Source: an optimization exercise on an open RTL-to-GDS flow (aim: small area and a short achievable clock period). Production flows keep margins and buffers that such runs may drop. Power and IR drop assume default switching activity.

==> flow/design.v <==
module fp_add #(
    parameter pDATA_WIDTH = 64,
    parameter pEXP_WIDTH  = 11,
    parameter pFRAC_WIDTH = 52
) (
    input  [(pDATA_WIDTH-1):0] in_A,
    input  [(pDATA_WIDTH-1):0] in_B,
    input                      clk,
    input                      rst_n,
    input                      in_valid,
    output [(pDATA_WIDTH-1):0] result,
    output                     out_valid
);
    wire [10:0] ea_s0 = in_A[62:52];
    wire [10:0] eb_s0 = in_B[62:52];
    wire [6:0] dab_s0;
    wire [6:0] dba_s0;
    fpa_add #(.N(7)) u_dab_0 (.a({1'b0, ea_s0[5:0]}), .b({1'b1, ~eb_s0[5:0]}), .ci(1'b1), .s(dab_s0));
    fpa_add #(.N(7)) u_dba_0 (.a({1'b0, eb_s0[5:0]}), .b({1'b1, ~ea_s0[5:0]}), .ci(1'b1), .s(dba_s0));
    wire elt_s0;
    fpa_lt #(.N(11)) u_elt_0 (.a(ea_s0), .b(eb_s0), .lt(elt_s0));
    reg v_al;
    always @(posedge clk or negedge rst_n)
        if (!rst_n) v_al <= 1'b0;
        else v_al <= in_valid;
    reg [63:0] A_al;
    always @(posedge clk) A_al <= in_A;
    reg [63:0] B_al;
    always @(posedge clk) B_al <= in_B;
    reg [6:0] dab_al;
    always @(posedge clk) dab_al <= dab_s0;
    reg [6:0] dba_al;
    always @(posedge clk) dba_al <= dba_s0;
    reg elt_al;
    always @(posedge clk) elt_al <= elt_s0;
    wire xa_s1 = &A_al[62:52];
    wire xb_s1 = &B_al[62:52];
    wire mza_s1 = ~|A_al[51:0];
    wire mzb_s1 = ~|B_al[51:0];
    wire nan_s1 = (xa_s1 & ~mza_s1) | (xb_s1 & ~mzb_s1) | (xa_s1 & xb_s1 & (A_al[63] ^ B_al[63]));
    wire spec_s1 = xa_s1 | xb_s1;
    wire isg_s1 = xa_s1 ? A_al[63] : B_al[63];
    wire [5:0] sh_s1 = elt_al ? dba_al[5:0] : dab_al[5:0];
    wire [5:0] hab_s1;
    wire [5:0] hba_s1;
    fpa_add #(.N(6)) u_hab_1 (.a({1'b0, A_al[62:58]}), .b({1'b1, ~B_al[62:58]}), .ci(~dab_al[6]), .s(hab_s1));
    fpa_add #(.N(6)) u_hba_1 (.a({1'b0, B_al[62:58]}), .b({1'b1, ~A_al[62:58]}), .ci(~dba_al[6]), .s(hba_s1));
    wire sat_s1 = (~hab_s1[5] & |hab_s1[4:0]) | (~hba_s1[5] & |hba_s1[4:0]);
    wire eeq_s1 = (A_al[62:52] == B_al[62:52]);
    wire ha_s1 = |A_al[62:52];
    wire hb_s1 = |B_al[62:52];
    wire [52:0] bm_s1 = elt_al ? {hb_s1, B_al[51:0]} : {ha_s1, A_al[51:0]};
    wire [52:0] sm_s1 = elt_al ? {ha_s1, A_al[51:0]} : {hb_s1, B_al[51:0]};
    wire [10:0] be_s1 = elt_al ? B_al[62:52] : A_al[62:52];
    wire mlt_s1;
    fpa_lt #(.N(52)) u_mlt_1 (.a(A_al[51:0]), .b(B_al[51:0]), .lt(mlt_s1));
    wire swap_s1 = elt_al | (eeq_s1 & mlt_s1);
    wire swm_s1 = eeq_s1 & mlt_s1;
    wire sgn_s1 = nan_s1 ? 1'b0 : (spec_s1 ? isg_s1 : (swap_s1 ? B_al[63] : A_al[63]));
    wire sub_s1 = A_al[63] ^ B_al[63];
    wire [55:0] r0_s1 = {sm_s1, 3'b000};
    wire [55:0] r1_s1 = sh_s1[0] ? {1'd0, r0_s1[55:1]} : r0_s1;
    wire t1_s1 = sh_s1[0] & r0_s1[0];
    wire [55:0] r2_s1 = sh_s1[1] ? {2'd0, r1_s1[55:2]} : r1_s1;
    wire t2_s1 = sh_s1[1] & |r1_s1[1:0];
    wire [55:0] r3_s1 = sh_s1[2] ? {4'd0, r2_s1[55:4]} : r2_s1;
    wire t3_s1 = sh_s1[2] & |r2_s1[3:0];
    wire s3_s1 = sh_s1[3] | sat_s1;
    wire s4_s1 = sh_s1[4] | sat_s1;
    wire s5_s1 = sh_s1[5] | sat_s1;
    wire [55:0] r4_s1 = s3_s1 ? {8'd0, r3_s1[55:8]} : r3_s1;
    wire t4_s1 = s3_s1 & |r3_s1[7:0];
    wire [55:0] r5_s1 = s4_s1 ? {16'd0, r4_s1[55:16]} : r4_s1;
    wire t5_s1 = s4_s1 & |r4_s1[15:0];
    wire [55:0] r6_s1 = s5_s1 ? {32'd0, r5_s1[55:32]} : r5_s1;
    wire t6_s1 = s5_s1 & |r5_s1[31:0];
    wire [55:0] al_s1 = {r6_s1[55:1], r6_s1[0] | t1_s1 | t2_s1 | t3_s1 | t4_s1 | t5_s1 | t6_s1};
    wire [10:0] be1_s1;
    fpa_inc #(.N(11)) u_be1_1 (.a(be_s1), .ci(1'b1), .s(be1_s1), .co());
    reg v_add;
    always @(posedge clk or negedge rst_n)
        if (!rst_n) v_add <= 1'b0;
        else v_add <= v_al;
    reg [55:0] al_add;
    always @(posedge clk) al_add <= al_s1;
    reg [10:0] be1_add;
    always @(posedge clk) be1_add <= be1_s1;
    reg [52:0] bm_add;
    always @(posedge clk) bm_add <= bm_s1;
    reg nan_add;
    always @(posedge clk) nan_add <= nan_s1;
    reg sgn_add;
    always @(posedge clk) sgn_add <= sgn_s1;
    reg spec_add;
    always @(posedge clk) spec_add <= spec_s1;
    reg sub_add;
    always @(posedge clk) sub_add <= sub_s1;
    reg swm_add;
    always @(posedge clk) swm_add <= swm_s1;
    wire ib_s2 = sub_add & swm_add;
    wire ia_s2 = sub_add & ~swm_add;
    wire [56:0] sum0_s2;
    fpa_add #(.N(57)) u_add_2 (.a({1'b0, bm_add, 3'b000} ^ {57{ib_s2}}), .b({1'b0, al_add} ^ {57{ia_s2}}), .ci(sub_add), .s(sum0_s2));
    wire [56:0] sum_s2 = spec_add ? {1'b1, 51'd0, nan_add, 4'd0} : sum0_s2;
    wire [10:0] bex_s2 = spec_add ? 11'h7FF : be1_add;
    reg v_n1;
    always @(posedge clk or negedge rst_n)
        if (!rst_n) v_n1 <= 1'b0;
        else v_n1 <= v_add;
    reg [10:0] bex_n1;
    always @(posedge clk) bex_n1 <= bex_s2;
    reg sgn_n1;
    always @(posedge clk) sgn_n1 <= sgn_add;
    reg [56:0] sum_n1;
    always @(posedge clk) sum_n1 <= sum_s2;
    wire z5_s3 = ~|sum_n1[56:25];
    wire [56:0] n1_s3 = z5_s3 ? {sum_n1[24:0], 32'd0} : sum_n1;
    wire z4_s3 = ~|n1_s3[56:41];
    wire [56:0] n2_s3 = z4_s3 ? {n1_s3[40:0], 16'd0} : n1_s3;
    wire [10:0] eh_s3;
    fpa_add #(.N(11)) u_eh_3 (.a(bex_n1), .b({5'b11111, ~z5_s3, ~z4_s3, 4'b1111}), .ci(1'b1), .s(eh_s3));
    wire z3_s4 = ~|n2_s3[56:49];
    wire [56:0] n3_s4 = z3_s4 ? {n2_s3[48:0], 8'd0} : n2_s3;
    wire z2_s5 = ~|n3_s4[56:53];
    wire [56:0] n4_s5 = z2_s5 ? {n3_s4[52:0], 4'd0} : n3_s4;
    reg v_n4;
    always @(posedge clk or negedge rst_n)
        if (!rst_n) v_n4 <= 1'b0;
        else v_n4 <= v_n1;
    reg [10:0] eh_n4;
    always @(posedge clk) eh_n4 <= eh_s3;
    reg [56:0] n4_n4;
    always @(posedge clk) n4_n4 <= n4_s5;
    reg sgn_n4;
    always @(posedge clk) sgn_n4 <= sgn_n1;
    reg z2_n4;
    always @(posedge clk) z2_n4 <= z2_s5;
    reg z3_n4;
    always @(posedge clk) z3_n4 <= z3_s4;
    wire z1_s6 = ~|n4_n4[56:55];
    wire [56:0] n5_s6 = z1_s6 ? {n4_n4[54:0], 2'd0} : n4_n4;
    wire z0_s6 = ~n5_s6[56];
    wire [56:0] n6_s6 = z0_s6 ? {n5_s6[55:0], 1'd0} : n5_s6;
    wire zero_s6 = ~n6_s6[56];
    wire [10:0] e1_s6;
    fpa_add #(.N(11)) u_e1_6 (.a(eh_n4), .b({7'b1111111, ~z3_n4, ~z2_n4, ~z1_s6, ~z0_s6}), .ci(1'b1), .s(e1_s6));
    wire rup_s6 = n6_s6[3] & (n6_s6[4] | |n6_s6[2:0]);
    wire [51:0] fm_s6 = n6_s6[55:4];
    wire [10:0] fe_s6 = zero_s6 ? 11'd0 : e1_s6;
    wire fs_s6 = sgn_n4 & ~zero_s6;
    wire fr_s6 = rup_s6;
    wire [62:0] mr_s7;
    fpa_inc #(.N(63)) u_inc_7 (.a({fe_s6, fm_s6}), .ci(fr_s6), .s(mr_s7), .co());
    wire [63:0] res_s7 = {fs_s6, mr_s7};
    reg v_o;
    always @(posedge clk or negedge rst_n)
        if (!rst_n) v_o <= 1'b0;
        else v_o <= v_n4;
    reg [63:0] res_o;
    always @(posedge clk) res_o <= res_s7;
    assign result = res_o;
    assign out_valid = v_o;
endmodule
module fpa_add #(parameter N = 8) (
    input  [N-1:0] a,
    input  [N-1:0] b,
    input          ci,
    output [N-1:0] s
);
    localparam M = N + 1;
    localparam L = (M <= 2) ? 1 : (M <= 4) ? 2 : (M <= 8) ? 3 : (M <= 16) ? 4 : (M <= 32) ? 5 : (M <= 64) ? 6 : 7;
    wire [M-1:0] g0 = {a & b, ci};
    wire [M-1:0] p0 = {a ^ b, 1'b0};
    wire [(L+1)*M-1:0] G, P;
    assign G[M-1:0] = g0;
    assign P[M-1:0] = p0;
    genvar l, i;
    generate
        for (l = 0; l < L; l = l + 1) begin : lv
            for (i = 0; i < M; i = i + 1) begin : bt
                if ((i >> l) & 1) begin : c
                    assign G[(l+1)*M+i] = G[l*M+i] | (P[l*M+i] & G[l*M+((i>>l)<<l)-1]);
                    assign P[(l+1)*M+i] = P[l*M+i] & P[l*M+((i>>l)<<l)-1];
                end else begin : w
                    assign G[(l+1)*M+i] = G[l*M+i];
                    assign P[(l+1)*M+i] = P[l*M+i];
                end
            end
        end
    endgenerate
    assign s = p0[M-1:1] ^ G[L*M +: N];
endmodule
module fpa_inc #(parameter N = 8) (
    input  [N-1:0] a,
    input          ci,
    output [N-1:0] s,
    output         co
);
    localparam M = N + 1;
    localparam L = (M <= 2) ? 1 : (M <= 4) ? 2 : (M <= 8) ? 3 : (M <= 16) ? 4 : (M <= 32) ? 5 : (M <= 64) ? 6 : 7;
    wire [(L+1)*M-1:0] P;
    assign P[M-1:0] = {a, ci};
    genvar l, i;
    generate
        for (l = 0; l < L; l = l + 1) begin : lv
            for (i = 0; i < M; i = i + 1) begin : bt
                if ((i >> l) & 1) begin : c
                    assign P[(l+1)*M+i] = P[l*M+i] & P[l*M+((i>>l)<<l)-1];
                end else begin : w
                    assign P[(l+1)*M+i] = P[l*M+i];
                end
            end
        end
    endgenerate
    assign s = a ^ P[L*M +: N];
    assign co = P[L*M+N];
endmodule
module fpa_lt #(parameter N = 8) (
    input  [N-1:0] a,
    input  [N-1:0] b,
    output         lt
);
    localparam L = (N <= 2) ? 1 : (N <= 4) ? 2 : (N <= 8) ? 3 : (N <= 16) ? 4 : (N <= 32) ? 5 : (N <= 64) ? 6 : 7;
    localparam W = 1 << L;
    wire [W-1:0] g0 = {{(W-N){1'b0}}, ~a & b};
    wire [W-1:0] e0 = {{(W-N){1'b1}}, ~(a ^ b)};
    wire [2*W-1:0] G, E;
    assign G[W +: W] = g0;
    assign E[W +: W] = e0;
    genvar i;
    generate
        for (i = 1; i < W; i = i + 1) begin : nd
            assign G[i] = G[2*i+1] | (E[2*i+1] & G[2*i]);
            assign E[i] = E[2*i+1] & E[2*i];
        end
    endgenerate
    assign lt = G[1];
endmodule
==> flow/config.mk <==
export PLATFORM = sky130hd
export DESIGN_NAME = fp_add
export DESIGN_NICKNAME = fp_add
export VERILOG_FILES = /design/flow/design.v
export SDC_FILE = /design/flow/constraint.sdc
export NUM_CORES = 8
export LEC_CHECK = 0
export ABC_AREA = 1
export CAP_MARGIN = 20
export CORE_MARGIN = 2
export CORE_UTILIZATION = 50
export SLEW_MARGIN = 20
==> flow/constraint.sdc <==
create_clock -name core_clock -period 12.5 [get_ports {clk}]
set_input_delay 2.5000 -clock core_clock [delete_from_list [all_inputs] [get_ports {clk}]]
set_output_delay 2.5000 -clock core_clock [all_outputs]
set_load 0.01 [all_outputs]
standard.sh (not shown) runs the stock make flow with config.mk's settings and CLKGATE_MAP_FILE= SYNTH_SCRIPT=/design/flow/synth_recipe.tcl, a recipe that flattens the netlist after the stock synthesis.
==> flow/flow/run.sh <==
#!/bin/bash
bash standard.sh ADDER_MAP_FILE= SETUP_SLACK_MARGIN=8.95 \
  "CTS_ARGS=-sink_clustering_enable -repair_clock_nets -sink_clustering_size 24 -sink_clustering_max_diameter 80 -dont_use_dummy_load" \
  "BUFFER_PORTS_ARGS=-buffer_cell sky130_fd_sc_hd__buf_2" finish > standard.log 2>&1
The starting point passed the timing, design-rule and antenna checks.
Edit:
--- a/flow/design.v
+++ b/flow/design.v
@@ -15,10 +15,10 @@
     wire [10:0] eb_s0 = in_B[62:52];
     wire [6:0] dab_s0;
     wire [6:0] dba_s0;
+    wire [5:0] dh_s0;
     fpa_add #(.N(7)) u_dab_0 (.a({1'b0, ea_s0[5:0]}), .b({1'b1, ~eb_s0[5:0]}), .ci(1'b1), .s(dab_s0));
     fpa_add #(.N(7)) u_dba_0 (.a({1'b0, eb_s0[5:0]}), .b({1'b1, ~ea_s0[5:0]}), .ci(1'b1), .s(dba_s0));
-    wire elt_s0;
-    fpa_lt #(.N(11)) u_elt_0 (.a(ea_s0), .b(eb_s0), .lt(elt_s0));
+    fpa_add #(.N(6)) u_dh_0 (.a({1'b0, ea_s0[10:6]}), .b({1'b1, ~eb_s0[10:6]}), .ci(1'b1), .s(dh_s0));
     reg v_al;
     always @(posedge clk or negedge rst_n)
         if (!rst_n) v_al <= 1'b0;
@@ -31,8 +31,8 @@
     always @(posedge clk) dab_al <= dab_s0;
     reg [6:0] dba_al;
     always @(posedge clk) dba_al <= dba_s0;
-    reg elt_al;
-    always @(posedge clk) elt_al <= elt_s0;
+    reg [5:0] dh_al;
+    always @(posedge clk) dh_al <= dh_s0;
     wire xa_s1 = &A_al[62:52];
     wire xb_s1 = &B_al[62:52];
     wire mza_s1 = ~|A_al[51:0];
@@ -40,21 +40,21 @@
     wire nan_s1 = (xa_s1 & ~mza_s1) | (xb_s1 & ~mzb_s1) | (xa_s1 & xb_s1 & (A_al[63] ^ B_al[63]));
     wire spec_s1 = xa_s1 | xb_s1;
     wire isg_s1 = xa_s1 ? A_al[63] : B_al[63];
-    wire [5:0] sh_s1 = elt_al ? dba_al[5:0] : dab_al[5:0];
-    wire [5:0] hab_s1;
-    wire [5:0] hba_s1;
-    fpa_add #(.N(6)) u_hab_1 (.a({1'b0, A_al[62:58]}), .b({1'b1, ~B_al[62:58]}), .ci(~dab_al[6]), .s(hab_s1));
-    fpa_add #(.N(6)) u_hba_1 (.a({1'b0, B_al[62:58]}), .b({1'b1, ~A_al[62:58]}), .ci(~dba_al[6]), .s(hba_s1));
-    wire sat_s1 = (~hab_s1[5] & |hab_s1[4:0]) | (~hba_s1[5] & |hba_s1[4:0]);
-    wire eeq_s1 = (A_al[62:52] == B_al[62:52]);
+    wire dh0_s1 = ~|dh_al;
+    wire dh1_s1 = (dh_al == 6'd1);
+    wire dhm_s1 = (dh_al == 6'h3F);
+    wire elt_s1 = dh_al[5] | (dh0_s1 & dab_al[6]);
+    wire sat_s1 = (~dh_al[5] & ~dh0_s1 & ~dh1_s1) | (dh1_s1 & ~dab_al[6]) | (dh_al[5] & ~dhm_s1) | (dhm_s1 & ~dba_al[6]);
+    wire [5:0] sh_s1 = elt_s1 ? dba_al[5:0] : dab_al[5:0];
+    wire eeq_s1 = dh0_s1 & ~|dab_al[5:0];
     wire ha_s1 = |A_al[62:52];
     wire hb_s1 = |B_al[62:52];
-    wire [52:0] bm_s1 = elt_al ? {hb_s1, B_al[51:0]} : {ha_s1, A_al[51:0]};
-    wire [52:0] sm_s1 = elt_al ? {ha_s1, A_al[51:0]} : {hb_s1, B_al[51:0]};
-    wire [10:0] be_s1 = elt_al ? B_al[62:52] : A_al[62:52];
+    wire [52:0] bm_s1 = elt_s1 ? {hb_s1, B_al[51:0]} : {ha_s1, A_al[51:0]};
+    wire [52:0] sm_s1 = elt_s1 ? {ha_s1, A_al[51:0]} : {hb_s1, B_al[51:0]};
+    wire [10:0] be_s1 = elt_s1 ? B_al[62:52] : A_al[62:52];
     wire mlt_s1;
     fpa_lt #(.N(52)) u_mlt_1 (.a(A_al[51:0]), .b(B_al[51:0]), .lt(mlt_s1));
-    wire swap_s1 = elt_al | (eeq_s1 & mlt_s1);
+    wire swap_s1 = elt_s1 | (eeq_s1 & mlt_s1);
     wire swm_s1 = eeq_s1 & mlt_s1;
     wire sgn_s1 = nan_s1 ? 1'b0 : (spec_s1 ? isg_s1 : (swap_s1 ? B_al[63] : A_al[63]));
     wire sub_s1 = A_al[63] ^ B_al[63];
The new run produced a clean layout.
Sequential power stays flat.
Global-route usage climbs by 2.4 points.
Die area fell by 1.4%.
Setup slack gets worse by 0.033 ns.
Design area drops by 0.74%.
Total power goes up by 1.5%.
Sequential share of layout area came out higher by 0.59 points.
Via count came out higher by 3.1%.
Worst hold slack gets better by 0.012 ns.
Non-clock buffer count came out higher by 10.
Clock skew went up by 0.022 ns.
No run of this note included a check of the RTL's function; only the layout flow was run.

==> port drivers added, routing unchanged <==
In the flow no input, the clock included, has a driving cell. The finished layouts below were timed again as built, in two steps. Step 1 sets driving cells, clkbuf_16 on the clock port and buf_2 on the other inputs (assumed; they add their load-dependent delay and slew). Step 2 moves the port delays by t, midway between the first and last clock arrival at a register: inputs arrive t later, outputs are due t later. That takes back most of the time a late clock gives input paths. Three values: ideal, step 1, step 2; two values: the first two.
| run | t (ns) | slack for setup (ns) | worst slew at a driven data input, ns |
|---|---|---|---|
| the first run | 0.649 | 8.932 / 8.869 / 8.495 | 0.12 |
| the second run | 0.641 | 8.899 / 8.837 / 8.697 | 0.11 |
After both steps setup and hold are still met in every run listed. For the first run, which loses most, drivers alone change the setup slack by -0.063 ns; drivers and shift together by -0.437 ns.
